Source: an optimization exercise on an open RTL-to-GDS flow (aim: small area). Production flows keep margins and buffers that such runs may drop. Only simulation tests tie the RTL to the original design; equivalence was not proved. No run shown here takes its clock network from TritonCTS; it comes from the design's own scripts or RTL. The clock port is modelled as an ideal driver, which makes a skipped or thinned clock tree look cheaper than it is; a real chip needs a root buffer or a tree. Power figures rest on the tool's default switching activity, not on a simulated workload.

File: flow/flow/run.sh
#!/bin/bash
# Own flow: the standard flow, with three changes to how the layout is made:
#  1. after the standard synthesis (standard.sh synth, unchanged), the gates
#     between the flip-flops are re-mapped by ABC for area with a few scripts
#     (remap.tcl; every flip-flop instance is kept as it is, same name and
#     cell), in two rounds (the second starts from the first's smallest); the
#     smallest result that Yosys proves equivalent to the standard netlist
#     (equiv.tcl) replaces it; if none is proven, the standard one stays;
#  2. port buffers are the smallest buffer (buf_1) instead of the default;
#  3. the clock tree is built by cts.tcl instead of ORFS's CTS: the clock
#     port drives one root buffer, which drives a few leaf buffers, each at
#     the centre of a cluster of flip-flops and driving that cluster, each
#     sized to the smallest that keeps its flip-flops' clock slew in bounds.
# Each tool's full output goes to a log file in the work folder.
set -euo pipefail
WORK=$(pwd)
FLOWDIR=$WORK/flow
export RES=$WORK/orfs/results/${FLOW_PLATFORM}/main/base

bash standard.sh synth > $WORK/log_synth.txt 2>&1
cp $RES/1_2_yosys.v $RES/1_2_yosys_std.v

cands=""
# round 1 from the standard netlist, round 2 from round 1's smallest
IN=$RES/1_2_yosys_std.v
for round in 1 2; do
  for s in $FLOWDIR/m*.abc; do
    t=r${round}$(basename $s .abc)
    if FLOWDIR=$FLOWDIR IN=$IN TAG=$t ABC_SCRIPT=$s yosys -c $FLOWDIR/remap.tcl > $WORK/log_remap_$t.txt 2>&1; then
      a=$(awk '/Chip area/ {print $NF}' $RES/remap_$t.txt)
      cands="$cands$a $t"$'\n'
    fi
  done
  best=$(echo "$cands" | sort -g | awk 'NF==2 {print $2; exit}')
  [[ -n "$best" ]] && IN=$RES/remap_$best.v
done
echo "$cands" > $WORK/log_remap_areas.txt
chosen=""
for t in $(echo "$cands" | sort -g | awk 'NF==2 {print $2}'); do
  if CAND=$RES/remap_$t.v yosys -c $FLOWDIR/equiv.tcl > $WORK/log_equiv_$t.txt 2>&1; then
    chosen=$t
    break
  fi
done
if [[ -n "$chosen" ]]; then
  cp $RES/remap_$chosen.v $RES/1_2_yosys.v
  rm -f $RES/1_synth.odb $RES/1_synth.sdc
  echo "using re-mapped netlist $chosen"
else
  echo "no re-map proven; using the standard netlist"
fi

export BUFFER_PORTS_ARGS="-buffer_cell sky130_fd_sc_hd__buf_1"
bash standard.sh place > $WORK/log_place.txt 2>&1
FLOWDIR=$FLOWDIR CLK_LEAVES=18 CLK_LEAF_BUF=sky130_fd_sc_hd__clkbuf_8 CLK_ROOT_BUF=sky130_fd_sc_hd__clkbuf_4 CLK_SLEW_TARGET=0.110 \
  openroad -no_init -exit $FLOWDIR/cts.tcl > $WORK/log_cts.txt 2>&1
bash standard.sh finish > $WORK/log_finish.txt 2>&1
File: flow/flow/clocktree.tcl
# Build a two-level clock tree by hand: the clock port drives one root buffer,
# which drives K leaf buffers, each placed at the centre of a k-means cluster
# of flip-flop clock pins and driving that cluster.
proc build_clock_tree { K leaf_master root_master } {
  set db [ord::get_db]
  set block [ord::get_db_block]
  set clk_net [$block findNet clk]
  set sinks {}
  foreach it [$clk_net getITerms] {
    set inst [$it getInst]
    set bb [$inst getBBox]
    set x [expr {([$bb xMin] + [$bb xMax]) / 2.0}]
    set y [expr {([$bb yMin] + [$bb yMax]) / 2.0}]
    lappend sinks [list $it $x $y]
  }
  set n [llength $sinks]
  # k-means, centres seeded along the sorted x+y diagonal
  set sorted [lsort -real -index 1 [lmap s $sinks {list $s [expr {[lindex $s 1] + [lindex $s 2]}]}]]
  set cx {}; set cy {}
  for {set k 0} {$k < $K} {incr k} {
    set s [lindex [lindex $sorted [expr {int(($k + 0.5) * $n / $K)}]] 0]
    lappend cx [lindex $s 1]; lappend cy [lindex $s 2]
  }
  for {set iter 0} {$iter < 50} {incr iter} {
    set sx [lrepeat $K 0.0]; set sy [lrepeat $K 0.0]; set cnt [lrepeat $K 0]
    set assign {}
    foreach s $sinks {
      set best 0; set bd 1e30
      for {set k 0} {$k < $K} {incr k} {
        set d [expr {abs([lindex $s 1] - [lindex $cx $k]) + abs([lindex $s 2] - [lindex $cy $k])}]
        if {$d < $bd} { set bd $d; set best $k }
      }
      lappend assign $best
      lset sx $best [expr {[lindex $sx $best] + [lindex $s 1]}]
      lset sy $best [expr {[lindex $sy $best] + [lindex $s 2]}]
      lset cnt $best [expr {[lindex $cnt $best] + 1}]
    }
    for {set k 0} {$k < $K} {incr k} {
      if {[lindex $cnt $k] > 0} {
        lset cx $k [expr {[lindex $sx $k] / [lindex $cnt $k]}]
        lset cy $k [expr {[lindex $sy $k] / [lindex $cnt $k]}]
      }
    }
  }
  puts "clock tree: $n sinks, cluster sizes $cnt"
  set lm [$db findMaster $leaf_master]
  set rm [$db findMaster $root_master]
  # root buffer at the centre of the leaf buffers
  set rx 0.0; set ry 0.0
  for {set k 0} {$k < $K} {incr k} { set rx [expr {$rx + [lindex $cx $k] / $K}]; set ry [expr {$ry + [lindex $cy $k] / $K}] }
  set root [odb::dbInst_create $block $rm "clkroot_buf"]
  $root setLocation [expr {int($rx)}] [expr {int($ry)}]
  $root setPlacementStatus PLACED
  set root_net [odb::dbNet_create $block "clknet_root"]
  $root_net setSigType CLOCK
  [$root findITerm A] connect $clk_net
  [$root findITerm X] connect $root_net
  set leaf_nets {}
  for {set k 0} {$k < $K} {incr k} {
    set b [odb::dbInst_create $block $lm "clkleaf_buf_$k"]
    $b setLocation [expr {int([lindex $cx $k])}] [expr {int([lindex $cy $k])}]
    $b setPlacementStatus PLACED
    set net [odb::dbNet_create $block "clknet_leaf_$k"]
    $net setSigType CLOCK
    [$b findITerm A] connect $root_net
    [$b findITerm X] connect $net
    lappend leaf_nets $net
  }
  set i 0
  foreach s $sinks {
    set it [lindex $s 0]
    $it disconnect
    $it connect [lindex $leaf_nets [lindex $assign $i]]
    incr i
  }
}
# Size each leaf buffer to the smallest that keeps its flip-flops' clock pin
# slew (estimated) under a target; buffers tried smallest first.
proc leaf_worst_slew { leaf } {
  set block [ord::get_db_block]
  set net [[[$block findInst $leaf] findITerm X] getNet]
  set worst 0
  foreach it [$net getITerms] {
    if {[$it isInputSignal]} {
      set pin [get_pins [[$it getInst] getName]/[[$it getMTerm] getName]]
      set s [get_property $pin slew_max]
      if {$s > $worst} { set worst $s }
    }
  }
  return $worst
}
proc size_leaves { K target masters } {
  for {set k 0} {$k < $K} {incr k} {
    set leaf "clkleaf_buf_$k"
    foreach m $masters {
      replace_cell $leaf $m
      estimate_parasitics -placement
      set s [leaf_worst_slew $leaf]
      if {$s <= $target} { break }
    }
    puts "leaf $k: $m slew $s"
  }
}
File: flow/flow/cts.tcl
# Clock tree step, in place of ORFS's CTS: reads the placed design, builds a
# two-level clock tree by hand (clocktree.tcl), legalises it, repairs hold and
# writes the results under the names ORFS's later steps read.
set plat $::env(FLOW_HOME)/platforms/sky130hd
set res $::env(RES)
read_lef $plat/lef/sky130_fd_sc_hd.tlef
read_lef $plat/lef/sky130_fd_sc_hd_merged.lef
read_liberty $plat/lib/sky130_fd_sc_hd__tt_025C_1v80.lib
read_db $res/3_place.odb
read_sdc $res/3_place.sdc
source $plat/setRC.tcl
set_dont_use {sky130_fd_sc_hd__lpflow_bleeder_1 sky130_fd_sc_hd__lpflow_clkbufkapwr_1 sky130_fd_sc_hd__lpflow_clkbufkapwr_16 sky130_fd_sc_hd__lpflow_clkbufkapwr_2 sky130_fd_sc_hd__lpflow_clkbufkapwr_4 sky130_fd_sc_hd__lpflow_clkbufkapwr_8 sky130_fd_sc_hd__lpflow_clkinvkapwr_1 sky130_fd_sc_hd__lpflow_clkinvkapwr_16 sky130_fd_sc_hd__lpflow_clkinvkapwr_2 sky130_fd_sc_hd__lpflow_clkinvkapwr_4 sky130_fd_sc_hd__lpflow_clkinvkapwr_8 sky130_fd_sc_hd__lpflow_decapkapwr_12 sky130_fd_sc_hd__lpflow_decapkapwr_3 sky130_fd_sc_hd__lpflow_decapkapwr_4 sky130_fd_sc_hd__lpflow_decapkapwr_6 sky130_fd_sc_hd__lpflow_decapkapwr_8 sky130_fd_sc_hd__lpflow_inputiso0n_1 sky130_fd_sc_hd__lpflow_inputiso0p_1 sky130_fd_sc_hd__lpflow_inputiso1n_1 sky130_fd_sc_hd__lpflow_inputiso1p_1 sky130_fd_sc_hd__lpflow_inputisolatch_1 sky130_fd_sc_hd__lpflow_isobufsrc_1 sky130_fd_sc_hd__lpflow_isobufsrc_16 sky130_fd_sc_hd__lpflow_isobufsrc_2 sky130_fd_sc_hd__lpflow_isobufsrc_4 sky130_fd_sc_hd__lpflow_isobufsrc_8 sky130_fd_sc_hd__lpflow_isobufsrckapwr_16 sky130_fd_sc_hd__lpflow_lsbuf_lh_hl_isowell_tap_1 sky130_fd_sc_hd__lpflow_lsbuf_lh_hl_isowell_tap_2 sky130_fd_sc_hd__lpflow_lsbuf_lh_hl_isowell_tap_4 sky130_fd_sc_hd__lpflow_lsbuf_lh_isowell_4 sky130_fd_sc_hd__lpflow_lsbuf_lh_isowell_tap_1 sky130_fd_sc_hd__lpflow_lsbuf_lh_isowell_tap_2 sky130_fd_sc_hd__lpflow_lsbuf_lh_isowell_tap_4 sky130_fd_sc_hd__probe_p_8 sky130_fd_sc_hd__probec_p_8 }
source $::env(FLOWDIR)/clocktree.tcl
build_clock_tree $::env(CLK_LEAVES) $::env(CLK_LEAF_BUF) $::env(CLK_ROOT_BUF)
detailed_placement
set_propagated_clock [all_clocks]
estimate_parasitics -placement
size_leaves $::env(CLK_LEAVES) $::env(CLK_SLEW_TARGET) {sky130_fd_sc_hd__clkbuf_1 sky130_fd_sc_hd__clkbuf_2 sky130_fd_sc_hd__clkbuf_4 sky130_fd_sc_hd__clkbuf_8 sky130_fd_sc_hd__clkbuf_16}
detailed_placement
estimate_parasitics -placement
report_clock_skew
report_worst_slack -max
report_worst_slack -min
repair_timing -hold
detailed_placement
check_placement -verbose
estimate_parasitics -placement
report_worst_slack -max
report_worst_slack -min
set worst 0
foreach pin [get_pins -hierarchical */CLK] {
  set s [get_property $pin slew_max]
  if {$s > $worst} {set worst $s}
}
puts "worst flip-flop clock pin slew (estimate): $worst"
write_db $res/4_1_cts.odb
write_sdc -no_timestamp $res/4_cts.sdc
File: flow/flow/downsize.txt
sky130_fd_sc_hd__a2111o_2 sky130_fd_sc_hd__a2111o_1
sky130_fd_sc_hd__a2111o_4 sky130_fd_sc_hd__a2111o_1
sky130_fd_sc_hd__a2111oi_1 sky130_fd_sc_hd__a2111oi_0
sky130_fd_sc_hd__a2111oi_2 sky130_fd_sc_hd__a2111oi_0
sky130_fd_sc_hd__a2111oi_4 sky130_fd_sc_hd__a2111oi_0
sky130_fd_sc_hd__a211o_2 sky130_fd_sc_hd__a211o_1
sky130_fd_sc_hd__a211o_4 sky130_fd_sc_hd__a211o_1
sky130_fd_sc_hd__a211oi_2 sky130_fd_sc_hd__a211oi_1
sky130_fd_sc_hd__a211oi_4 sky130_fd_sc_hd__a211oi_1
sky130_fd_sc_hd__a21bo_4 sky130_fd_sc_hd__a21bo_2
sky130_fd_sc_hd__a21boi_2 sky130_fd_sc_hd__a21boi_1
sky130_fd_sc_hd__a21boi_4 sky130_fd_sc_hd__a21boi_1
sky130_fd_sc_hd__a21o_2 sky130_fd_sc_hd__a21o_1
sky130_fd_sc_hd__a21o_4 sky130_fd_sc_hd__a21o_1
sky130_fd_sc_hd__a21oi_2 sky130_fd_sc_hd__a21oi_1
sky130_fd_sc_hd__a21oi_4 sky130_fd_sc_hd__a21oi_1
sky130_fd_sc_hd__a221o_2 sky130_fd_sc_hd__a221o_1
sky130_fd_sc_hd__a221o_4 sky130_fd_sc_hd__a221o_1
sky130_fd_sc_hd__a221oi_2 sky130_fd_sc_hd__a221oi_1
sky130_fd_sc_hd__a221oi_4 sky130_fd_sc_hd__a221oi_1
sky130_fd_sc_hd__a22o_2 sky130_fd_sc_hd__a22o_1
sky130_fd_sc_hd__a22o_4 sky130_fd_sc_hd__a22o_1
sky130_fd_sc_hd__a22oi_2 sky130_fd_sc_hd__a22oi_1
sky130_fd_sc_hd__a22oi_4 sky130_fd_sc_hd__a22oi_1
sky130_fd_sc_hd__a2bb2o_2 sky130_fd_sc_hd__a2bb2o_1
sky130_fd_sc_hd__a2bb2o_4 sky130_fd_sc_hd__a2bb2o_1
sky130_fd_sc_hd__a2bb2oi_2 sky130_fd_sc_hd__a2bb2oi_1
sky130_fd_sc_hd__a2bb2oi_4 sky130_fd_sc_hd__a2bb2oi_1
sky130_fd_sc_hd__a311o_2 sky130_fd_sc_hd__a311o_1
sky130_fd_sc_hd__a311o_4 sky130_fd_sc_hd__a311o_1
sky130_fd_sc_hd__a311oi_2 sky130_fd_sc_hd__a311oi_1
sky130_fd_sc_hd__a311oi_4 sky130_fd_sc_hd__a311oi_1
sky130_fd_sc_hd__a31o_4 sky130_fd_sc_hd__a31o_2
sky130_fd_sc_hd__a31oi_2 sky130_fd_sc_hd__a31oi_1
sky130_fd_sc_hd__a31oi_4 sky130_fd_sc_hd__a31oi_1
sky130_fd_sc_hd__a32o_2 sky130_fd_sc_hd__a32o_1
sky130_fd_sc_hd__a32o_4 sky130_fd_sc_hd__a32o_1
sky130_fd_sc_hd__a32oi_2 sky130_fd_sc_hd__a32oi_1
sky130_fd_sc_hd__a32oi_4 sky130_fd_sc_hd__a32oi_1
sky130_fd_sc_hd__a41o_2 sky130_fd_sc_hd__a41o_1
sky130_fd_sc_hd__a41o_4 sky130_fd_sc_hd__a41o_1
sky130_fd_sc_hd__a41oi_2 sky130_fd_sc_hd__a41oi_1
sky130_fd_sc_hd__a41oi_4 sky130_fd_sc_hd__a41oi_1
sky130_fd_sc_hd__and2_2 sky130_fd_sc_hd__and2_1
sky130_fd_sc_hd__and2_4 sky130_fd_sc_hd__and2_1
sky130_fd_sc_hd__and2b_2 sky130_fd_sc_hd__and2b_1
sky130_fd_sc_hd__and2b_4 sky130_fd_sc_hd__and2b_1
sky130_fd_sc_hd__and3_2 sky130_fd_sc_hd__and3_1
sky130_fd_sc_hd__and3_4 sky130_fd_sc_hd__and3_1
sky130_fd_sc_hd__and3b_2 sky130_fd_sc_hd__and3b_1
sky130_fd_sc_hd__and3b_4 sky130_fd_sc_hd__and3b_1
sky130_fd_sc_hd__and4_2 sky130_fd_sc_hd__and4_1
sky130_fd_sc_hd__and4_4 sky130_fd_sc_hd__and4_1
sky130_fd_sc_hd__and4b_2 sky130_fd_sc_hd__and4b_1
sky130_fd_sc_hd__and4b_4 sky130_fd_sc_hd__and4b_1
sky130_fd_sc_hd__and4bb_4 sky130_fd_sc_hd__and4bb_2
sky130_fd_sc_hd__fa_2 sky130_fd_sc_hd__fa_1
sky130_fd_sc_hd__fa_4 sky130_fd_sc_hd__fa_1
sky130_fd_sc_hd__ha_2 sky130_fd_sc_hd__ha_1
sky130_fd_sc_hd__ha_4 sky130_fd_sc_hd__ha_1
sky130_fd_sc_hd__maj3_2 sky130_fd_sc_hd__maj3_1
sky130_fd_sc_hd__maj3_4 sky130_fd_sc_hd__maj3_1
sky130_fd_sc_hd__mux2_4 sky130_fd_sc_hd__mux2_2
sky130_fd_sc_hd__mux2_8 sky130_fd_sc_hd__mux2_2
sky130_fd_sc_hd__mux2i_2 sky130_fd_sc_hd__mux2i_1
sky130_fd_sc_hd__mux2i_4 sky130_fd_sc_hd__mux2i_1
sky130_fd_sc_hd__mux4_4 sky130_fd_sc_hd__mux4_2
sky130_fd_sc_hd__mux4_1 sky130_fd_sc_hd__mux4_2
sky130_fd_sc_hd__nand2_2 sky130_fd_sc_hd__nand2_1
sky130_fd_sc_hd__nand2_4 sky130_fd_sc_hd__nand2_1
sky130_fd_sc_hd__nand2_8 sky130_fd_sc_hd__nand2_1
sky130_fd_sc_hd__nand2b_2 sky130_fd_sc_hd__nand2b_1
sky130_fd_sc_hd__nand2b_4 sky130_fd_sc_hd__nand2b_1
sky130_fd_sc_hd__nand3_2 sky130_fd_sc_hd__nand3_1
sky130_fd_sc_hd__nand3_4 sky130_fd_sc_hd__nand3_1
sky130_fd_sc_hd__nand3b_2 sky130_fd_sc_hd__nand3b_1
sky130_fd_sc_hd__nand3b_4 sky130_fd_sc_hd__nand3b_1
sky130_fd_sc_hd__nand4_2 sky130_fd_sc_hd__nand4_1
sky130_fd_sc_hd__nand4_4 sky130_fd_sc_hd__nand4_1
sky130_fd_sc_hd__nand4b_2 sky130_fd_sc_hd__nand4b_1
sky130_fd_sc_hd__nand4b_4 sky130_fd_sc_hd__nand4b_1
sky130_fd_sc_hd__nand4bb_2 sky130_fd_sc_hd__nand4bb_1
sky130_fd_sc_hd__nand4bb_4 sky130_fd_sc_hd__nand4bb_1
sky130_fd_sc_hd__nor2_2 sky130_fd_sc_hd__nor2_1
sky130_fd_sc_hd__nor2_4 sky130_fd_sc_hd__nor2_1
sky130_fd_sc_hd__nor2_8 sky130_fd_sc_hd__nor2_1
sky130_fd_sc_hd__nor2b_2 sky130_fd_sc_hd__nor2b_1
sky130_fd_sc_hd__nor2b_4 sky130_fd_sc_hd__nor2b_1
sky130_fd_sc_hd__nor3_2 sky130_fd_sc_hd__nor3_1
sky130_fd_sc_hd__nor3_4 sky130_fd_sc_hd__nor3_1
sky130_fd_sc_hd__nor3b_2 sky130_fd_sc_hd__nor3b_1
sky130_fd_sc_hd__nor3b_4 sky130_fd_sc_hd__nor3b_1
sky130_fd_sc_hd__nor4_2 sky130_fd_sc_hd__nor4_1
sky130_fd_sc_hd__nor4_4 sky130_fd_sc_hd__nor4_1
sky130_fd_sc_hd__nor4b_2 sky130_fd_sc_hd__nor4b_1
sky130_fd_sc_hd__nor4b_4 sky130_fd_sc_hd__nor4b_1
sky130_fd_sc_hd__nor4bb_2 sky130_fd_sc_hd__nor4bb_1
sky130_fd_sc_hd__nor4bb_4 sky130_fd_sc_hd__nor4bb_1
sky130_fd_sc_hd__o2111a_2 sky130_fd_sc_hd__o2111a_1
sky130_fd_sc_hd__o2111a_4 sky130_fd_sc_hd__o2111a_1
sky130_fd_sc_hd__o2111ai_2 sky130_fd_sc_hd__o2111ai_1
sky130_fd_sc_hd__o2111ai_4 sky130_fd_sc_hd__o2111ai_1
sky130_fd_sc_hd__o211a_4 sky130_fd_sc_hd__o211a_2
sky130_fd_sc_hd__o211ai_2 sky130_fd_sc_hd__o211ai_1
sky130_fd_sc_hd__o211ai_4 sky130_fd_sc_hd__o211ai_1
sky130_fd_sc_hd__o21a_2 sky130_fd_sc_hd__o21a_1
sky130_fd_sc_hd__o21a_4 sky130_fd_sc_hd__o21a_1
sky130_fd_sc_hd__o21ai_2 sky130_fd_sc_hd__o21ai_1
sky130_fd_sc_hd__o21ai_4 sky130_fd_sc_hd__o21ai_1
sky130_fd_sc_hd__o21ba_4 sky130_fd_sc_hd__o21ba_2
sky130_fd_sc_hd__o21bai_2 sky130_fd_sc_hd__o21bai_1
sky130_fd_sc_hd__o21bai_4 sky130_fd_sc_hd__o21bai_1
sky130_fd_sc_hd__o221a_4 sky130_fd_sc_hd__o221a_2
sky130_fd_sc_hd__o221ai_2 sky130_fd_sc_hd__o221ai_1
sky130_fd_sc_hd__o221ai_4 sky130_fd_sc_hd__o221ai_1
sky130_fd_sc_hd__o22a_2 sky130_fd_sc_hd__o22a_1
sky130_fd_sc_hd__o22a_4 sky130_fd_sc_hd__o22a_1
sky130_fd_sc_hd__o22ai_2 sky130_fd_sc_hd__o22ai_1
sky130_fd_sc_hd__o22ai_4 sky130_fd_sc_hd__o22ai_1
sky130_fd_sc_hd__o2bb2a_2 sky130_fd_sc_hd__o2bb2a_1
sky130_fd_sc_hd__o2bb2a_4 sky130_fd_sc_hd__o2bb2a_1
sky130_fd_sc_hd__o2bb2ai_2 sky130_fd_sc_hd__o2bb2ai_1
sky130_fd_sc_hd__o2bb2ai_4 sky130_fd_sc_hd__o2bb2ai_1
sky130_fd_sc_hd__o311a_2 sky130_fd_sc_hd__o311a_1
sky130_fd_sc_hd__o311a_4 sky130_fd_sc_hd__o311a_1
sky130_fd_sc_hd__o311ai_2 sky130_fd_sc_hd__o311ai_1
sky130_fd_sc_hd__o311ai_4 sky130_fd_sc_hd__o311ai_1
sky130_fd_sc_hd__o31a_2 sky130_fd_sc_hd__o31a_1
sky130_fd_sc_hd__o31a_4 sky130_fd_sc_hd__o31a_1
sky130_fd_sc_hd__o31ai_2 sky130_fd_sc_hd__o31ai_1
sky130_fd_sc_hd__o31ai_4 sky130_fd_sc_hd__o31ai_1
sky130_fd_sc_hd__o32a_2 sky130_fd_sc_hd__o32a_1
sky130_fd_sc_hd__o32a_4 sky130_fd_sc_hd__o32a_1
sky130_fd_sc_hd__o32ai_2 sky130_fd_sc_hd__o32ai_1
sky130_fd_sc_hd__o32ai_4 sky130_fd_sc_hd__o32ai_1
sky130_fd_sc_hd__o41a_2 sky130_fd_sc_hd__o41a_1
sky130_fd_sc_hd__o41a_4 sky130_fd_sc_hd__o41a_1
sky130_fd_sc_hd__o41ai_2 sky130_fd_sc_hd__o41ai_1
sky130_fd_sc_hd__o41ai_4 sky130_fd_sc_hd__o41ai_1
sky130_fd_sc_hd__or2_4 sky130_fd_sc_hd__or2_2
sky130_fd_sc_hd__or2b_2 sky130_fd_sc_hd__or2b_1
sky130_fd_sc_hd__or2b_4 sky130_fd_sc_hd__or2b_1
sky130_fd_sc_hd__or3_2 sky130_fd_sc_hd__or3_1
sky130_fd_sc_hd__or3_4 sky130_fd_sc_hd__or3_1
sky130_fd_sc_hd__or3b_4 sky130_fd_sc_hd__or3b_2
sky130_fd_sc_hd__or4_2 sky130_fd_sc_hd__or4_1
sky130_fd_sc_hd__or4_4 sky130_fd_sc_hd__or4_1
sky130_fd_sc_hd__or4b_4 sky130_fd_sc_hd__or4b_2
sky130_fd_sc_hd__or4bb_2 sky130_fd_sc_hd__or4bb_1
sky130_fd_sc_hd__or4bb_4 sky130_fd_sc_hd__or4bb_1
sky130_fd_sc_hd__xnor2_2 sky130_fd_sc_hd__xnor2_1
sky130_fd_sc_hd__xnor2_4 sky130_fd_sc_hd__xnor2_1
sky130_fd_sc_hd__xnor3_2 sky130_fd_sc_hd__xnor3_1
sky130_fd_sc_hd__xnor3_4 sky130_fd_sc_hd__xnor3_1
sky130_fd_sc_hd__xor2_2 sky130_fd_sc_hd__xor2_1
sky130_fd_sc_hd__xor2_4 sky130_fd_sc_hd__xor2_1
sky130_fd_sc_hd__xor3_2 sky130_fd_sc_hd__xor3_1
sky130_fd_sc_hd__xor3_4 sky130_fd_sc_hd__xor3_1
File: flow/flow/equiv.tcl
# Prove the re-mapped netlist equivalent to the standard one (same flip-flops,
# paired by name; the gates between them must compute the same functions).
yosys -import
set lib $::env(FLOW_HOME)/platforms/sky130hd/lib/sky130_fd_sc_hd__tt_025C_1v80.lib
set res $::env(RES)
read_liberty -ignore_miss_func $lib
read_verilog $res/1_2_yosys_std.v
yosys rename $::env(FLOW_TOP) gold
read_verilog $::env(CAND)
yosys rename $::env(FLOW_TOP) gate
hierarchy -check
flatten gold gate
opt_clean
yosys rename -hide w:_*
equiv_make gold gate equiv
equiv_simple -seq 2
equiv_induct
equiv_status -assert equiv
File: flow/flow/m1.abc
strash; dch -f; map -a; strash; dch -f; map -a; strash; dch -f; map -a; topo
File: flow/flow/m2.abc
strash; dc2; dch -f; map -a; strash; dc2; dch -f; map -a; strash; dc2; dch -f; map -a; topo
File: flow/flow/m3.abc
strash; dch -f; amap; strash; dch -f; amap; topo
File: flow/flow/m4.abc
strash; dc2; dc2; dch -f; map -a; strash; dch -f; map -a; strash; dch -f; map -a; topo
File: flow/flow/m5.abc
strash; dch -f -r; map -a; strash; dch -f -r; map -a; strash; dch -f; map -a; topo
File: flow/flow/m6.abc
strash; dch -f; map -a; strash; dch -f; map -a; strash; dch -f; map -a; strash; dch -f; map -a; strash; dch -f; map -a; strash; dch -f; map -a; topo
File: flow/flow/m7.abc
strash; ifraig; dc2; strash; dch -f; map -a; topo
File: flow/flow/remap.tcl
# Re-map the combinational logic of the standard synthesis for area. Every
# flip-flop instance of the standard netlist is kept as it is (same name, same
# cell); only the gates between them are re-optimised and re-mapped by ABC.
yosys -import
set lib $::env(FLOW_HOME)/platforms/sky130hd/lib/sky130_fd_sc_hd__tt_025C_1v80.lib
set res $::env(RES)
set seq {sky130_fd_sc_hd__dfbbn_1 sky130_fd_sc_hd__dfbbn_2 sky130_fd_sc_hd__dfbbp_1 sky130_fd_sc_hd__dfrbp_1 sky130_fd_sc_hd__dfrbp_2 sky130_fd_sc_hd__dfrtn_1 sky130_fd_sc_hd__dfrtp_1 sky130_fd_sc_hd__dfrtp_2 sky130_fd_sc_hd__dfrtp_4 sky130_fd_sc_hd__dfsbp_1 sky130_fd_sc_hd__dfsbp_2 sky130_fd_sc_hd__dfstp_1 sky130_fd_sc_hd__dfstp_2 sky130_fd_sc_hd__dfstp_4 sky130_fd_sc_hd__dfxbp_1 sky130_fd_sc_hd__dfxbp_2 sky130_fd_sc_hd__dfxtp_1 sky130_fd_sc_hd__dfxtp_2 sky130_fd_sc_hd__dfxtp_4 sky130_fd_sc_hd__dlclkp_1 sky130_fd_sc_hd__dlclkp_2 sky130_fd_sc_hd__dlclkp_4 sky130_fd_sc_hd__dlrbn_1 sky130_fd_sc_hd__dlrbn_2 sky130_fd_sc_hd__dlrbp_1 sky130_fd_sc_hd__dlrbp_2 sky130_fd_sc_hd__dlrtn_1 sky130_fd_sc_hd__dlrtn_2 sky130_fd_sc_hd__dlrtn_4 sky130_fd_sc_hd__dlrtp_1 sky130_fd_sc_hd__dlrtp_2 sky130_fd_sc_hd__dlrtp_4 sky130_fd_sc_hd__dlxbn_1 sky130_fd_sc_hd__dlxbn_2 sky130_fd_sc_hd__dlxbp_1 sky130_fd_sc_hd__dlxtn_1 sky130_fd_sc_hd__dlxtn_2 sky130_fd_sc_hd__dlxtn_4 sky130_fd_sc_hd__dlxtp_1 sky130_fd_sc_hd__edfxbp_1 sky130_fd_sc_hd__edfxtp_1 sky130_fd_sc_hd__lpflow_inputisolatch_1 sky130_fd_sc_hd__sdfbbn_1 sky130_fd_sc_hd__sdfbbn_2 sky130_fd_sc_hd__sdfbbp_1 sky130_fd_sc_hd__sdfrbp_1 sky130_fd_sc_hd__sdfrbp_2 sky130_fd_sc_hd__sdfrtn_1 sky130_fd_sc_hd__sdfrtp_1 sky130_fd_sc_hd__sdfrtp_2 sky130_fd_sc_hd__sdfrtp_4 sky130_fd_sc_hd__sdfsbp_1 sky130_fd_sc_hd__sdfsbp_2 sky130_fd_sc_hd__sdfstp_1 sky130_fd_sc_hd__sdfstp_2 sky130_fd_sc_hd__sdfstp_4 sky130_fd_sc_hd__sdfxbp_1 sky130_fd_sc_hd__sdfxbp_2 sky130_fd_sc_hd__sdfxtp_1 sky130_fd_sc_hd__sdfxtp_2 sky130_fd_sc_hd__sdfxtp_4 sky130_fd_sc_hd__sdlclkp_1 sky130_fd_sc_hd__sdlclkp_2 sky130_fd_sc_hd__sdlclkp_4 sky130_fd_sc_hd__sedfxbp_1 sky130_fd_sc_hd__sedfxbp_2 sky130_fd_sc_hd__sedfxtp_1 sky130_fd_sc_hd__sedfxtp_2 sky130_fd_sc_hd__sedfxtp_4}
set dont_use {sky130_fd_sc_hd__lpflow_bleeder_1 sky130_fd_sc_hd__lpflow_clkbufkapwr_1 sky130_fd_sc_hd__lpflow_clkbufkapwr_16 sky130_fd_sc_hd__lpflow_clkbufkapwr_2 sky130_fd_sc_hd__lpflow_clkbufkapwr_4 sky130_fd_sc_hd__lpflow_clkbufkapwr_8 sky130_fd_sc_hd__lpflow_clkinvkapwr_1 sky130_fd_sc_hd__lpflow_clkinvkapwr_16 sky130_fd_sc_hd__lpflow_clkinvkapwr_2 sky130_fd_sc_hd__lpflow_clkinvkapwr_4 sky130_fd_sc_hd__lpflow_clkinvkapwr_8 sky130_fd_sc_hd__lpflow_decapkapwr_12 sky130_fd_sc_hd__lpflow_decapkapwr_3 sky130_fd_sc_hd__lpflow_decapkapwr_4 sky130_fd_sc_hd__lpflow_decapkapwr_6 sky130_fd_sc_hd__lpflow_decapkapwr_8 sky130_fd_sc_hd__lpflow_inputiso0n_1 sky130_fd_sc_hd__lpflow_inputiso0p_1 sky130_fd_sc_hd__lpflow_inputiso1n_1 sky130_fd_sc_hd__lpflow_inputiso1p_1 sky130_fd_sc_hd__lpflow_inputisolatch_1 sky130_fd_sc_hd__lpflow_isobufsrc_1 sky130_fd_sc_hd__lpflow_isobufsrc_16 sky130_fd_sc_hd__lpflow_isobufsrc_2 sky130_fd_sc_hd__lpflow_isobufsrc_4 sky130_fd_sc_hd__lpflow_isobufsrc_8 sky130_fd_sc_hd__lpflow_isobufsrckapwr_16 sky130_fd_sc_hd__lpflow_lsbuf_lh_hl_isowell_tap_1 sky130_fd_sc_hd__lpflow_lsbuf_lh_hl_isowell_tap_2 sky130_fd_sc_hd__lpflow_lsbuf_lh_hl_isowell_tap_4 sky130_fd_sc_hd__lpflow_lsbuf_lh_isowell_4 sky130_fd_sc_hd__lpflow_lsbuf_lh_isowell_tap_1 sky130_fd_sc_hd__lpflow_lsbuf_lh_isowell_tap_2 sky130_fd_sc_hd__lpflow_lsbuf_lh_isowell_tap_4 sky130_fd_sc_hd__probe_p_8 sky130_fd_sc_hd__probec_p_8 }
set du_args {}
foreach c $dont_use { lappend du_args -dont_use $c }
read_liberty -ignore_miss_func $lib
foreach c $seq { catch { setattr -mod -set blackbox 1 $c } }
read_verilog $::env(IN)
hierarchy -top $::env(FLOW_TOP)
flatten
opt_clean
abc -script $::env(ABC_SCRIPT) -liberty $lib {*}$du_args
opt_clean -purge
# ABC sometimes picks a stronger variant of a gate at a larger area: use the
# smallest variant of the same gate (same function and pins) instead; the
# placement's repair upsizes again wherever a load needs it
set fp [open $::env(FLOWDIR)/downsize.txt]
foreach line [split [read $fp] "\n"] {
  if {[llength $line] == 2} { chtype -map [lindex $line 0] [lindex $line 1] }
}
close $fp
# the cell modules read above were pruned by hierarchy; re-read them as blackboxes
read_liberty -lib -overwrite $lib
hilomap -singleton -hicell sky130_fd_sc_hd__conb_1 HI -locell sky130_fd_sc_hd__conb_1 LO
splitnets
opt_clean -purge
tee -o $res/remap_$::env(TAG).txt stat -liberty $lib
check -assert
write_verilog -noattr -nohex -nodec $res/remap_$::env(TAG).v
File: flow/standard.sh
#!/bin/bash
# synth_recipe.tcl (not shown) runs the flow's synth.tcl, then flattens the netlist and writes it again
# the make line also repeats each setting of config.mk as NAME=value (left out here)
make -C /OpenROAD-flow-scripts/flow DESIGN_CONFIG=/design/flow/config.mk WORK_HOME=/design/flow/orfs CLKGATE_MAP_FILE= SYNTH_SCRIPT=/design/flow/synth_recipe.tcl "${@:-finish}"
File: flow/config.mk
export PLATFORM = sky130hd
export DESIGN_NAME = main
export DESIGN_NICKNAME = main
export VERILOG_FILES = /design/flow/design.v
export SDC_FILE = /design/flow/constraint.sdc
export NUM_CORES = 4
export LEC_CHECK = 0
export CAP_MARGIN = 20
export CORE_MARGIN = 2
export CORE_UTILIZATION = 60
export SLEW_MARGIN = 20
File: flow/constraint.sdc
create_clock -name core_clock -period 10.0 [get_ports {clk}]
set_input_delay 2.0000 -clock core_clock [delete_from_list [all_inputs] [get_ports {clk}]]
set_output_delay 2.0000 -clock core_clock [all_outputs]
set_load 0.01 [all_outputs]
File: flow/design.v
module Debouncer #(parameter N = 10, parameter K = 6) (
    input  clk,
    input  rst,
    input  signal,
    output reg signal_state,
    output signal_up
);
localparam [N-1:0] P = {(N+1)/2{2'b10}};    
reg s0_n;           
reg s1;
reg [N-1:0] f;
wire [N-1:0] c = f ^ P;
wire idle = ~(signal_state ^ s1);
wire low_zero = (f[N-2:0] == P[N-2:0]);
wire term = c[N-1] & low_zero;
wire fb = c[N-1] ^ (c[K] | low_zero);       
integer i;
always @(posedge clk) begin
    s0_n <= ~(~rst & signal);
    s1   <= ~(rst | s0_n);
    f[0] <= ~idle & fb;
    for (i = 1; i < N; i = i + 1)
        f[i] <= P[i] ? ~(~idle & f[i-1]) : ~(idle | f[i-1]);
    if (rst) signal_state <= 1'b0;
    else if (term) signal_state <= s1;
end
assign signal_up = term & signal_state & ~s1;
endmodule
module clock_divisor #(parameter W = 12, parameter K = 10, parameter [W-1:0] TERM = 12'h742) (
    input  clk,
    input  rst,
    input  restart,
    output reg out
);
localparam [W-1:0] P = {(W+1)/2{2'b10}};
reg [W-1:0] f;
wire [W-1:0] c = f ^ P;
wire tick = (f == (TERM ^ P));
wire clr = rst | restart | tick;
integer i;
always @(posedge clk) begin
    f[0] <= ~clr & ~(c[W-1] ^ c[K]);
    for (i = 1; i < W; i = i + 1)
        f[i] <= P[i] ? ~(~clr & f[i-1]) : ~(clr | f[i-1]);
    if (rst | restart) out <= 1'b0;
    else if (tick) out <= ~out;
end
endmodule
module temporizador #(parameter W = 12, parameter K = 10, parameter [W-1:0] TERM = 12'h742) (
    input  clk,
    input  rst,
    input  [1:0] value,
    input  start_timer,
    output led_blink,
    output t_expired
);
reg counting;        
reg counting_last;
wire started = counting & ~counting_last;      
assign t_expired = ~counting & counting_last;  
reg [1:0] counter;   
reg blink_last;      
reg pulse;           
clock_divisor #(.W(W), .K(K), .TERM(TERM)) div (
    .clk(clk),
    .rst(rst),
    .restart(started),
    .out(led_blink)
);
wire [1:0] ctmp = counter + {1'b0, pulse};
wire expire = (ctmp >= value);
always @(posedge clk) begin
    blink_last <= led_blink;
    pulse      <= led_blink & ~blink_last;
    counting_last <= ~rst & counting;
    counting   <= ~rst & (counting ? ~expire : start_timer);
    counter    <= counting ? ctmp : 2'd0;
end
endmodule
module FSM(
    input clk,
    input rst,
    input ok,
    input t_expired,
    input reset,
    input [2:0] c_type,
    output reg [2:0] ing_type,
    output start_timer,
    output [7:3] ingredientes,
    output cobrar,
    output reg [2:0] c_type_saved
    );
localparam [2:0] IDLE = 3'b000, WATER = 3'b001, COFFEE = 3'b011, MILK = 3'b010,
                 CHOCO = 3'b110, SUGAR = 3'b111, CHARGE = 3'b101;
reg [2:0] ph;
reg l;
wire is_idle   = ~ph[1] & ~ph[0];
wire is_charge = ph[2] & ~ph[1];
wire is_water  = ~ph[2] & ~ph[1] & ph[0];
wire is_coffee = ~ph[2] & ph[1] & ph[0];
wire is_milk   = ~ph[2] & ph[1] & ~ph[0];
wire is_choco  = ph[2] & ~ph[0];
wire is_sugar  = ph[2] & ph[1] & ph[0];
wire [2:0] ph_next = {ph[2] | is_milk, ~(ph[2] & ph[0]), ph[2] | ~ph[1]};
always @(posedge clk) begin
	if (rst | reset) begin
		ph <= IDLE;
		l <= 1'b0;
	end else if (l) begin
		l <= 1'b0;
	end else if (is_idle) begin
		if (ok) begin
			ph <= WATER;
			l <= 1'b1;
		end
	end else if (is_charge) begin
		ph <= IDLE;
	end else if (t_expired) begin
		ph <= ph_next;
		l <= 1'b1;
	end
	if (is_idle)
		c_type_saved <= c_type;
end
always @(*) ing_type = ph;    
assign ingredientes = {is_water, is_coffee, is_milk, is_choco, is_sugar};
assign start_timer = ~l & ~is_idle & ~is_charge;
assign cobrar = l & is_charge;
endmodule
module Comparador(
    input clk,
    input rst,
    input [3:0] dinero,
    input [2:0] c_type,
    output reg ok,
    output reg [3:0] cambio
    );
reg [3:0] precio;
always @(*)
	case(c_type)
		3'b001: precio = 4'd3;
		3'b010: precio = 4'd4;
		3'b011: precio = 4'd5;
		3'b100: precio = 4'd7;
		default: precio = 4'd0;
	endcase
wire hit = (precio != 4'd0) && (dinero >= precio);
always @(posedge clk) begin
	ok     <= ~rst & hit;
	cambio <= hit ? dinero - precio : 4'd0;
end
endmodule
module Contador(
    input clk,
    input rst,
    input one,
    input five,
    input reset,
    output reg [3:0] total
    );
always @(posedge clk)
	if (rst || reset) total <= 4'd0;
	else total <= total + {1'b0, five, 1'b0, one | five};
endmodule
module SelectBebida(
    input [3:0] switches,
    output reg [2:0] c_type
    );
always @(*)
begin
	case (switches)
		4'b0001 : c_type = 3'b001;
		4'b0010 : c_type = 3'b010;
		4'b0100 : c_type = 3'b011;
		4'b1000 : c_type = 3'b100;
		default : c_type = 3'b000;
	endcase
end
endmodule
module TimeSelector(
    input [2:0] c_type,
    input [2:0] ing_type,
    output [1:0] t_value
    );
wire [2:0] c = c_type, p = ing_type;
wire water_coffee = ~p[2] & p[0];                        
wire water_milk   = ~p[2] & (p[1] ^ p[0]);               
wire choco        = p[2] & ~p[0];                        
wire coffee_sugar = p[1] & p[0];                         
wire milk_sugar   = p[1] & ~(p[2] ^ p[0]);               
wire any_but_choco = (~p[2] & (p[1] | p[0])) | (p[1] & p[0]);   
assign t_value[1] = ((c[1] ^ c[0]) & water_coffee) | (c[1] & c[0] & water_milk) | (c[2] & choco);
assign t_value[0] = (c[0] & coffee_sugar) | (c[1] & ~c[0] & milk_sugar) | (c[2] & any_but_choco);
endmodule
module binto7seg(
    input  [3:0] binary,
    output [6:0] seg
    );
wire x3 = binary[3], x2 = binary[2], x1 = binary[1], x0 = binary[0];
wire a = x3 | x1 | ~(x2 ^ x0);
wire b = ~x2 | ~(x1 ^ x0);
wire c = x2 | ~x1 | x0;
wire d = x3 | (~x2 & ~x0) | (x1 & ~x0) | (~x2 & x1) | (x2 & ~x1 & x0);
wire e = (~x2 & ~x0) | (x1 & ~x0);
wire f = x3 | (~x1 & ~x0) | (x2 & ~x1) | (x2 & ~x0);
wire g = x3 | (x2 ^ x1) | (x1 & ~x0);
assign seg = ~{g, f, e, d, c, b, a};
endmodule
module deco(
    input clk,
    input rst,
    input step,
    output [3:0] out,
    output [1:0] phase,
    output valid
    );
reg [1:0] p;
reg v;
always @(posedge clk) begin
	if (rst) begin
		p <= 2'd0;
		v <= 1'b0;
	end else if (step) begin
		if (v) p <= p + 2'd1;
		v <= 1'b1;
	end
end
assign out = ~({4{v}} & (4'b0001 << p));
assign phase = p;
assign valid = v;
endmodule
module seven_segment #(parameter N = 10, parameter K = 6) (
    input clk,
    input rst,
    input [3:0] in,       
    output [6:0] seg,
    output [3:0] an
  );
localparam [N-1:0] P = {(N+1)/2{2'b10}};
reg [N-1:0] f;
wire [N-1:0] c = f ^ P;
reg [3:0] unidades;
reg decenas;
wire low_zero = (f[N-3:0] == P[N-3:0]);
wire at_zero = low_zero & ~c[N-2] & ~c[N-1];
wire at_load = low_zero & c[N-2] & ~c[N-1];
wire fb = c[N-1] ^ (c[K] | (low_zero & ~c[N-2]));    
wire [1:0] ph;
wire v;
deco deco (
	.clk(clk),
	.rst(rst),
	.step(at_zero),
	.out(an),
	.phase(ph),
	.valid(v)
);
integer i;
always @(posedge clk) begin
	f[0] <= ~rst & fb;
	for (i = 1; i < N; i = i + 1)
		f[i] <= P[i] ? ~(~rst & f[i-1]) : ~(rst | f[i-1]);
	if (at_load & (ph == 2'd0)) unidades <= (in > 4'd9) ? in - 4'd10 : in;
	if (at_load & (ph == 2'd1)) decenas <= (in > 4'd9);
end
wire [3:0] x = (v & (ph == 2'd2)) ? unidades : {3'b000, v & (ph == 2'd3) & decenas};
binto7seg toseg (
	.binary(x),
	.seg(seg)
);
endmodule
module main(
    input clk,
    input rst,
    input btnl,
    input btnd,
    input btnr,
    input btnp,
    input [3:0] speed,
    output [7:0] led,
    output [6:0] seg,
    output [3:0] an
    );
wire [3:0] bebida;
wire [3:0] total;
wire [3:0] cambio;
wire reset_wire;
wire cobrar_wire;
wire cancel_wire;
wire hundred_wire;
wire five_hundred_wire;
wire [2:0] c_type;
wire [2:0] c_type_saved;
wire t_expired;
wire [2:0] ing_type;
wire [1:0] t_value;
wire start_timer;
wire ok;
localparam DB_N = 10, DB_K = 6;
localparam DIV_W = 12, DIV_K = 10;
localparam [DIV_W-1:0] DIV_TERM = 12'h742;
localparam SEG_N = 10, SEG_K = 6;
assign led[1:0] = 2'b00;
Debouncer #(.N(DB_N), .K(DB_K)) coffee      (.clk(clk), .rst(rst), .signal(speed[0]), .signal_state(bebida[0]), .signal_up());
Debouncer #(.N(DB_N), .K(DB_K)) coffee_milk (.clk(clk), .rst(rst), .signal(speed[1]), .signal_state(bebida[1]), .signal_up());
Debouncer #(.N(DB_N), .K(DB_K)) cappuc      (.clk(clk), .rst(rst), .signal(speed[2]), .signal_state(bebida[2]), .signal_up());
Debouncer #(.N(DB_N), .K(DB_K)) mocca       (.clk(clk), .rst(rst), .signal(speed[3]), .signal_state(bebida[3]), .signal_up());
Debouncer #(.N(DB_N), .K(DB_K)) cancel      (.clk(clk), .rst(rst), .signal(btnd), .signal_state(cancel_wire), .signal_up());
Debouncer #(.N(DB_N), .K(DB_K)) reset       (.clk(clk), .rst(rst), .signal(btnp), .signal_state(reset_wire), .signal_up());
Debouncer #(.N(DB_N), .K(DB_K)) hundred_coin      (.clk(clk), .rst(rst), .signal(btnl), .signal_state(), .signal_up(hundred_wire));
Debouncer #(.N(DB_N), .K(DB_K)) five_hundred_coin (.clk(clk), .rst(rst), .signal(btnr), .signal_state(), .signal_up(five_hundred_wire));
SelectBebida selector(.switches(bebida), .c_type(c_type));
Comparador comparador (.clk(clk), .rst(rst), .dinero(total), .c_type(c_type), .cambio(cambio), .ok(ok));
Contador monedero(.clk(clk), .rst(rst), .one(hundred_wire), .five(five_hundred_wire),
	.reset(cancel_wire | cobrar_wire), .total(total));
temporizador #(.W(DIV_W), .K(DIV_K), .TERM(DIV_TERM)) temp(.clk(clk), .rst(rst), .value(t_value), .start_timer(start_timer),
	.led_blink(led[2]), .t_expired(t_expired));
TimeSelector time_select(.c_type(c_type_saved), .ing_type(ing_type), .t_value(t_value));
FSM fsm(.clk(clk), .rst(rst), .ok(ok), .c_type(c_type), .t_expired(t_expired), .reset(reset_wire),
	.ing_type(ing_type), .start_timer(start_timer), .ingredientes(led[7:3]), .cobrar(cobrar_wire),
	.c_type_saved(c_type_saved));
seven_segment #(.N(SEG_N), .K(SEG_K)) seven_seg(.clk(clk), .rst(rst), .in((cambio != 4'd0) ? cambio : total), .seg(seg), .an(an));
endmodule
==> metrics.md, run 1 <==
| Metric | Value |
|---|---|
| Diodes inserted | `0` |
| Vias per cell | `5.05` |
| Row cnt | `33` |
| Final non-filler cell total | `750` |
| Relative slew margins | `46.3%` |
| Final setup viols | `0` |
| DR iter-0 viols | `106` |
| Placer Congestion | `0.790` |
| Total gr overflow | `0` |
| Minimum clock period | `4.56 ns` |
| WHS Endpoint | `cancel.s1$_DFF_P_` |
| Largest net degree at the start of global routing | `25` |
| Initial Util | `62.2%` |
| F_max | `219 MHz` |
| Worst slew pin tran | `0.796 ns` |
| DR DRC count | `0` |
| Area of the multi-input gates | `1700 um^2` |
| Power Density | `174 nW/um^2` |
| Die width | `96.8 um` |
| R2R Path Start | `cappuc.signal_state$_SDFFE_PP0P_` |
| Worst Hold Class | `flop to flop` |
| Crit. End Element | `output pin` |
| # IOs | `29` |
| R2R setup slack | `7.80 ns` |
| Vias | `3,785` |
| Area Overhead vs Synth | `7.58%` |
| RSZ-0062 raised after global routing | `no` |
| Routed WL | `8330 um` |
| Routed wire length per instance | `11.1 um` |
| Die area | `9360 um^2` |
| Die Y | `96.8 um` |
| IO buf count | `26` |
| Pins Over Slew Limit | `0` |
| DRT Pass-1 Iters | `5` |
| Worst Reg-to-Reg Cells | `11` |
| Avg Inst Size Synth | `8.63 um^2` |
| GRT Util Overall | `17.6%` |
| Critical path class | `flop to output pin` |
| Final worst-path cycle share | `45.6%` |
| Vias in the first global route | `3,593` |
| Antenna violations before repair | `0` |
| Leakage | `2.11 nW` |
| Global-route wire length before repair | `14,700 um` |
| Clock latency on the worst-skew pair | `0.55 ns` |
| Synth Instances | `598` |
| Startpoint Class | `flop` |
| Core Util, Final | `66.9%` |
| Post-Route Setup TNS | `0 ns` |
| Final HPWL from detailed placement | `6120 um` |
| Sequential cell area | `3220 um^2` |
| Critical R2R Capture | `comparador.cambio[0]$_SDFF_PN0_` |
| Clock skew | `0.0564 ns` |
| Placed Cells | `731` |
| Max VDD drop | `91.6 uV` |
| Final Hold Viols | `0` |
| Antenna Violating Nets Remaining | `0` |
| Synth Cell Area | `5160 um^2` |
| Hold path start | `cancel.s0_n$_DFF_P_` |
| Status | `timing/DRC/antenna clean` |
| Nets@finish | `657` |
| Clock slew at reported path FFs | `0.10 ns` |
| Max_cap viols | `0` |
| Critical Path AT | `2.56 ns` |
| Fillers | `691` |
| Synth warnings | `9` |
| CP Max Fanout | `4` |
| Layout cells sized above 1 | `3.41%` |
| Hold Crit Depth | `1` |
| Area of the core | `8300 um^2` |
| CP required | `8.00 ns` |
per-layer routing:
layer	routed length, um	global-route usage (%)
met5	0	0
met4	141	4.23
met3	284	2.46
met2	3890	30.4
met1	4010	23.5
how the worst max path moves through the flow:
stage                                           from      to  slack (ns)  cells past startpoint
finish              seven_seg.deco.p[1]$_SDFFE_PP0P_  seg[3]        5.44                     10
floorplan              seven_seg.deco.v$_SDFFE_PP0P_  seg[3]        6.28                      8
global placement       seven_seg.deco.v$_SDFFE_PP0P_  seg[3]        6.23                     10
detailed placement     seven_seg.deco.v$_SDFFE_PP0P_  seg[3]        6.02                     10
global route        seven_seg.deco.p[1]$_SDFFE_PP0P_  seg[3]        5.06                     10
cell usage in the layout, fill, tap and decap left out, types with 9 or more instances in the layout:
cell / count
nand3_1: 9
a21oi_1: 26
clkinv_1: 66
nor2_1: 136
clkbuf_4: 12
nand4_1: 10
o21ai_0: 22
buf_1: 26
dfxtp_1: 149
nand2_1: 99
nor3_1: 31
final cells by class:
| type | count | share of cell area, % |
|---|---|---|
| Tap cell | 105 | 2.36 |
| Inverter | 66 | 4.46 |
| Timing Repair Buffer | 27 | 1.89 |
| Multi-Input combinational cell | 376 | 30.5 |
| Sequential cell | 157 | 58.0 |
| Buffer | 19 | 2.73 |
per-stage QoR:
| step | power, mW | instance area (um^2) | hold slack [ns] | setup WS, ns |
|---|---|---|---|---|
| floorplan | 0.704 | 5170 | 0.361 | 6.28 |
| global placement | 0.718 | 5400 | 0.368 | 6.23 |
| detailed placement | 0.720 | 5400 | 0.372 | 6.02 |
| global route | 1.02 | 5560 | 0.371 | 5.06 |
| finish | 0.969 | 5560 | 0.359 | 5.44 |
registers in the layout, indices dropped and copies added, names as in the netlist, 3 cells and up, named ones only:
signal and count:
comparador.cambio 4, coffee_milk.f 10, hundred_coin.f 10, reset.f 10, temp.div.f 12, seven_seg.f 10
five_hundred_coin.f 10, fsm.c_type_saved 3, seven_seg.unidades 4, cancel.f 10, coffee.f 10, monedero.total 4
mocca.f 10, cappuc.f 10
report_power, final:
| group | switching (mW) | internal, mW | leakage [nW] |
|---|---|---|---|
| sequential | 0.0105 | 0.645 | 1.29 |
| combinational | 0.0348 | 0.0161 | 0.729 |
| clock | 0.172 | 0.0912 | 0.0934 |
| total | 0.217 | 0.752 | 2.11 |
critical path: stages (launching register included):
cell and delay (ns):
dfxtp_1 0.38, clkinv_1 0.14, nor3_1 0.38, clkinv_1 0.20, nor2_1 0.16, clkinv_1 0.12, nor2_1 0.14, clkinv_1 0.12
o21ai_0 0.17, nor3_1 0.06, buf_1 0.13
==> run 2: changes to the inputs <==
--- a/flow/flow/run.sh
+++ b/flow/flow/run.sh
@@ -54,3 +54,3 @@
 bash standard.sh place > $WORK/log_place.txt 2>&1
-FLOWDIR=$FLOWDIR CLK_LEAVES=18 CLK_LEAF_BUF=sky130_fd_sc_hd__clkbuf_8 CLK_ROOT_BUF=sky130_fd_sc_hd__clkbuf_4 CLK_SLEW_TARGET=0.110 \
+FLOWDIR=$FLOWDIR CLK_LEAVES=12 CLK_LEAF_BUF=sky130_fd_sc_hd__clkbuf_8 CLK_ROOT_BUF=sky130_fd_sc_hd__clkbuf_8 CLK_SLEW_TARGET=0.110 \
   openroad -no_init -exit $FLOWDIR/cts.tcl > $WORK/log_cts.txt 2>&1
--- a/flow/flow/cts.tcl
+++ b/flow/flow/cts.tcl
@@ -17,3 +17,3 @@
 estimate_parasitics -placement
-size_leaves $::env(CLK_LEAVES) $::env(CLK_SLEW_TARGET) {sky130_fd_sc_hd__clkbuf_1 sky130_fd_sc_hd__clkbuf_2 sky130_fd_sc_hd__clkbuf_4 sky130_fd_sc_hd__clkbuf_8 sky130_fd_sc_hd__clkbuf_16}
+size_leaves $::env(CLK_LEAVES) $::env(CLK_SLEW_TARGET) {sky130_fd_sc_hd__clkbuf_2 sky130_fd_sc_hd__clkbuf_4 sky130_fd_sc_hd__clkbuf_8 sky130_fd_sc_hd__clkbuf_16}
 detailed_placement
==> run 2 against run 1 <==
Net effect: still clean; first-iteration DRC count up 14%; critical path type unchanged; largest power group unchanged; via count down 0.40%; sequential share of layout area shrank 0.13 points; clock power grew 6%.
==> metrics.md, run 2 <==
| Metric | Value |
|---|---|
| Status | `timing/DRC/antenna clean` |
| Max_cap viols | `0` |
| Vias in the first global route | `3,523` |
| Crit. End Element | `output pin` |
| Minimum clock period | `4.41 ns` |
| Pins Over Slew Limit | `0` |
| Leakage | `2.11 nW` |
| Max VDD drop | `119 uV` |
| Most flops, register | `temp.div.f` |
| Commonest non-fill, non-tap cell in the layout | `dfxtp_1` |
| Largest net degree at the start of global routing | `25` |
| Die area | `9360 um^2` |
| Placer Congestion | `0.790` |
| Startpoint Class | `flop` |
| DRT Pass-1 Iters | `4` |
| Antenna violations before repair | `0` |
| DR iter-0 viols | `121` |
| GRT Util Overall | `17.6%` |
| Die width | `96.8 um` |
| Nets@finish | `651` |
| Clock latency on the worst-skew pair | `0.42 ns` |
| Initial Util | `62.2%` |
| Total gr overflow | `0` |
| Layout cells sized above 1 | `2.50%` |
| Routed wire length per instance | `11.1 um` |
| RSZ-0062 raised after global routing | `no` |
| Antenna Violating Nets Remaining | `0` |
| Power Total | `984 uW` |
| Area of the core | `8300 um^2` |
| # IOs | `29` |
| Clock skew | `0.0264 ns` |
| Final Hold Viols | `0` |
| Vias per cell | `5.07` |
| IO buf count | `26` |
| Vias | `3,770` |
| Final setup viols | `0` |
| DP Worst Slack | `6.02 ns` |
| Critical Path AT | `2.41 ns` |
| Final worst-path cycle share | `44.1%` |
| Final HPWL from detailed placement | `6120 um` |
| CP required | `8.00 ns` |
| Worst slew pin tran | `0.709 ns` |
| Routed WL | `8250 um` |
| Area Overhead vs Synth | `7.83%` |
| Commonest cells after routing, fill and taps aside | `149 x dfxtp_1, 136 x nor2_1, 99 x nand2_1, 66 x clkinv_1, 31 x nor3_1` |
| Critical path class | `flop to output pin` |
| Clock slew at reported path FFs | `0.09 ns` |
| Synth Cell Area | `5160 um^2` |
| Power Density | `177 nW/um^2` |
| Worst Hold Class | `flop to flop` |
| Row cnt | `33` |
| CP Max Fanout | `4` |
| Avg Inst Size Synth | `8.63 um^2` |
| Worst setup margin | `5.59 ns` |
| Diodes inserted | `0` |
| Post-Route Setup TNS | `0 ns` |
| Die Y | `96.8 um` |
| Relative slew margins | `52.1%` |
| Max reg flops | `12` |
| Synth Instances | `598` |
| Synth warnings | `9` |
| Global-route wire length before repair | `14,700 um` |
| DR DRC count | `0` |
| F_max | `227 MHz` |
[run 2: worst paths after layout]
| kind | from | to | slack [ns] | depth (start not counted) |
|---|---|---|---|---|
| worst max-delay path | seven_seg.deco.v$_SDFFE_PP0P_ | seg[3] | 5.59 | 10 |
| worst min-delay path | five_hundred_coin.f[8]$_DFF_P_ | five_hundred_coin.f[9]$_DFF_P_ | 0.38 | 1 |
| worst max register to register | cappuc.signal_state$_SDFFE_PP0P_ | comparador.cambio[0]$_SDFF_PN0_ | 7.88 | 11 |
| worst min register to register | five_hundred_coin.f[8]$_DFF_P_ | five_hundred_coin.f[9]$_DFF_P_ | 0.38 | 1 |
[run 2: report_power, final]
part	total [mW]	leakage [nW]	internal [mW]	switching, mW
Sequential	0.655	1.29	0.645	0.0106
Clock	0.278	0.0882	0.108	0.170
Combinational	0.0509	0.729	0.0161	0.0347
Total	0.984	2.11	0.769	0.215
[run 2: stage by stage]
stage	cells	hold slack, ns	utilization (%)	cell area, um^2
3_3_place_gp	731	0.368	65.1	5400
3_5_place_dp	731	0.372	65.1	5400
6_report	744	0.381	67.1	5570
5_1_grt	744	0.398	67.1	5570
2_1_floorplan	599	0.361	-	5170
[run 2: area by class of cell]
| cell class | instances | area [um^2] |
|---|---|---|
| inverter | 66 | 248 |
| buffer | 13 | 164 |
| tap | 105 | 131 |
| sequential | 157 | 3220 |
| multi-input combinational | 376 | 1700 |
| timing repair buffer | 27 | 105 |
| fill | 687 | 2730 |
[run 2: per-layer routing]
metal | GRT usage, % | up-vias | wire length (um)
met5 | 0 | - | 0
met1 | 24.0 | 1684 | 3990
li1 | - | 2013 | -
met3 | 1.66 | 13 | 271
met2 | 30.6 | 60 | 3820
met4 | 3.90 | 0 | 168
[run 2: worst max-delay path, cell delays in order, from the launching register on]
cell	delay, ns
dfxtp_1	0.37
clkinv_1	0.13
nor3_1	0.41
clkinv_1	0.19
nor2_1	0.16
clkinv_1	0.12
nor2_1	0.14
clkinv_1	0.12
o21ai_0	0.17
nor3_1	0.06
buf_1	0.13
==> run 3: changes to the inputs <==
--- a/flow/flow/run.sh
+++ b/flow/flow/run.sh
@@ -54,3 +54,3 @@
 bash standard.sh place > $WORK/log_place.txt 2>&1
-FLOWDIR=$FLOWDIR CLK_LEAVES=12 CLK_LEAF_BUF=sky130_fd_sc_hd__clkbuf_8 CLK_ROOT_BUF=sky130_fd_sc_hd__clkbuf_8 CLK_SLEW_TARGET=0.110 \
+FLOWDIR=$FLOWDIR CLK_LEAVES=18 CLK_LEAF_BUF=sky130_fd_sc_hd__clkbuf_8 CLK_ROOT_BUF=sky130_fd_sc_hd__clkbuf_8 CLK_SLEW_TARGET=0.110 \
   openroad -no_init -exit $FLOWDIR/cts.tcl > $WORK/log_cts.txt 2>&1
==> run 3 against run 2 <==
Net effect: still clean on timing, DRC and antenna; total power shrank 1.4%; hold slack worse by 0.013 ns; final cell count is 0.81% higher; clock power is 5% lower; sequential share of layout area increased by 0.13 points; routed wire length increased by 0.52%; die area is the same; setup slack worse by 0.032 ns; via count increased by 0.53%; highest routed layer unchanged.
==> metrics.md, run 3 <==
| Metric | Value |
|---|---|
| Max VDD drop | `92.7 uV` |
| Fillers | `691` |
| Worst Hold Class | `flop to flop` |
| Area Overhead vs Synth | `7.58%` |
| Synth Instances | `598` |
| Vias in the first global route | `3,594` |
| # IOs | `29` |
| Row cnt | `33` |
| Crit-path max cell delay | `0.41 ns` |
| Clock slew at reported path FFs | `0.10 ns` |
| Total gr overflow | `0` |
| Hold path start | `cancel.s0_n$_DFF_P_` |
| Antenna violations before repair | `0` |
| Layout cells sized above 1 | `3.41%` |
| Final HPWL from detailed placement | `6120 um` |
| Clock skew | `0.0579 ns` |
| Post-Route Setup TNS | `0 ns` |
| F_max | `225 MHz` |
| Routed wire length per instance | `11.1 um` |
| Max_cap viols | `0` |
| Vias | `3,790` |
| Hold Crit Depth | `1` |
| Initial Util | `62.2%` |
| Critical Path AT | `2.44 ns` |
| Slowest CP cell | `nor3_1` |
| Core Util, Final | `66.9%` |
| Die area | `9360 um^2` |
| Critical R2R Capture | `comparador.cambio[0]$_SDFF_PN0_` |
| Crit path buf inv count | `5` |
| Largest net degree at the start of global routing | `25` |
| Vias per cell | `5.05` |
| Avg Inst Size Synth | `8.63 um^2` |
| R2R Path Start | `cappuc.signal_state$_SDFFE_PP0P_` |
| Top delay family on crit path | `simple AND/OR/NAND/NOR gates` |
| RSZ-0062 raised after global routing | `no` |
| Worst Reg-to-Reg Cells | `11` |
| Final setup viols | `0` |
| Critical path class | `flop to output pin` |
| Placed Cells | `731` |
| DRT Pass-1 Iters | `4` |
| Crit. End Element | `output pin` |
| R2R setup slack | `7.81 ns` |
| Commonest cells after routing, fill and taps aside | `149 x dfxtp_1, 136 x nor2_1, 99 x nand2_1, 66 x clkinv_1, 31 x nor3_1` |
| Status | `timing/DRC/antenna clean` |
| Area of the core | `8300 um^2` |
| Antenna Violating Nets Remaining | `0` |
| Max reg flops | `12` |
| Area of the multi-input gates | `1700 um^2` |
| Leakage | `2.11 nW` |
| Post-DP Area | `5400 um^2` |
| Sequential cell area | `3220 um^2` |
| CP required | `8.00 ns` |
| IO buf count | `26` |
| Most flops, register | `temp.div.f` |
| Nets@finish | `657` |
| Placer Congestion | `0.790` |
| Synth warnings | `9` |
| Routed WL | `8290 um` |
| Final non-filler cell total | `750` |
| Most frequent CP cell | `clkinv_1` |
| Clock latency on the worst-skew pair | `0.44 ns` |
| Commonest non-fill, non-tap cell in the layout | `dfxtp_1` |
| Diodes inserted | `0` |
| GRT Util Overall | `17.6%` |
| Minimum clock period | `4.44 ns` |
| Pins Over Slew Limit | `0` |
| Startpoint Class | `flop` |
| Power Density | `175 nW/um^2` |
| Power Total | `971 uW` |
| Global-route wire length before repair | `14,700 um` |
| DR DRC count | `0` |
| Die Y | `96.8 um` |
| Post-layout instance area | `5560 um^2` |
| CP Max Fanout | `4` |
| WHS Endpoint | `cancel.s1$_DFF_P_` |
| Final Hold Viols | `0` |
| Worst slew pin tran | `0.789 ns` |
| DR iter-0 viols | `107` |
| Relative slew margins | `46.8%` |
| Die width | `96.8 um` |
| Synth Cell Area | `5160 um^2` |
| CP Cell Sequence | `clkinv_1 -> nor3_1 -> clkinv_1 -> nor2_1 -> clkinv_1 -> nor2_1 -> clkinv_1 -> o21ai_0 -> nor3_1 -> buf_1` |
| Final worst-path cycle share | `44.4%` |
## run 3: layout make-up
type	count	area share, %
Sequential cell	157	58.0
Tap cell	105	2.36
Inverter	66	4.46
Buffer	19	2.73
Timing Repair Buffer	27	1.89
Multi-Input combinational cell	376	30.5
## run 3: worst max-delay path by stage
stage                                          start      to  slack, ns  cells past startpoint
floorplan              seven_seg.deco.v$_SDFFE_PP0P_  seg[3]       6.28                      8
global placement       seven_seg.deco.v$_SDFFE_PP0P_  seg[3]       6.23                     10
detailed placement     seven_seg.deco.v$_SDFFE_PP0P_  seg[3]       6.02                     10
global route        seven_seg.deco.p[1]$_SDFFE_PP0P_  seg[3]       5.21                     10
finish                 seven_seg.deco.v$_SDFFE_PP0P_  seg[3]       5.56                     10
## run 3: metrics by stage
| step | setup WS [ns] | hold WS [ns] |
|---|---|---|
| after floorplan | 6.28 | 0.361 |
| after global placement | 6.23 | 0.368 |
| after detailed placement | 6.02 | 0.372 |
| after global routing | 5.21 | 0.380 |
| final | 5.56 | 0.367 |
## run 3: power breakdown
group | internal, mW | leakage, nW | total (mW) | switching (mW)
Sequential | 0.645 | 1.29 | 0.655 | 0.0105
Combinational | 0.0161 | 0.729 | 0.0509 | 0.0347
Clock | 0.0929 | 0.0934 | 0.265 | 0.172
## run 3: metal layers
metal  share of wire [%]  global-route usage (%)  vias to the layer above
li1                    -                       -                     2019
met1                  48                    23.5                     1696
met2                  46                    30.4                       55
met3                 3.9                    2.46                       20
met4                 2.0                    4.01                        0
met5                   0                       0                        -

-- what the ideal ports hide --
How much do the figures lean on ideal ports? The routed layouts below were timed once more, with nothing changed but the port constraints. Step 1: set_driving_cell puts a clkbuf_16 on clk and a buf_2 on each other input, an assumption about the parent block. Step 2 also shifts input and output timing later by t, the mid clock arrival at the registers, as if the neighbouring blocks saw the same clock. Slacks: no drivers / after step 1 / after step 2; pairs: no drivers / after step 1.
run | t, ns | slack for setup (ns) | latest minus earliest clock arrival (ns) | worst register clock-pin slew, ns | pins driven straight from the clock port
run 1 | 0.552 | 5.439 / 5.411 / 5.963 | 0.066 / 0.066 | 0.10 / 0.10 | 1
run 2 | 0.433 | 5.594 / 5.564 / 5.997 | 0.033 / 0.034 | 0.10 / 0.10 | 1
run 3 | 0.438 | 5.562 / 5.532 / 5.970 | 0.058 / 0.058 | 0.10 / 0.10 | 1
After both steps setup and hold are still met in every run listed.
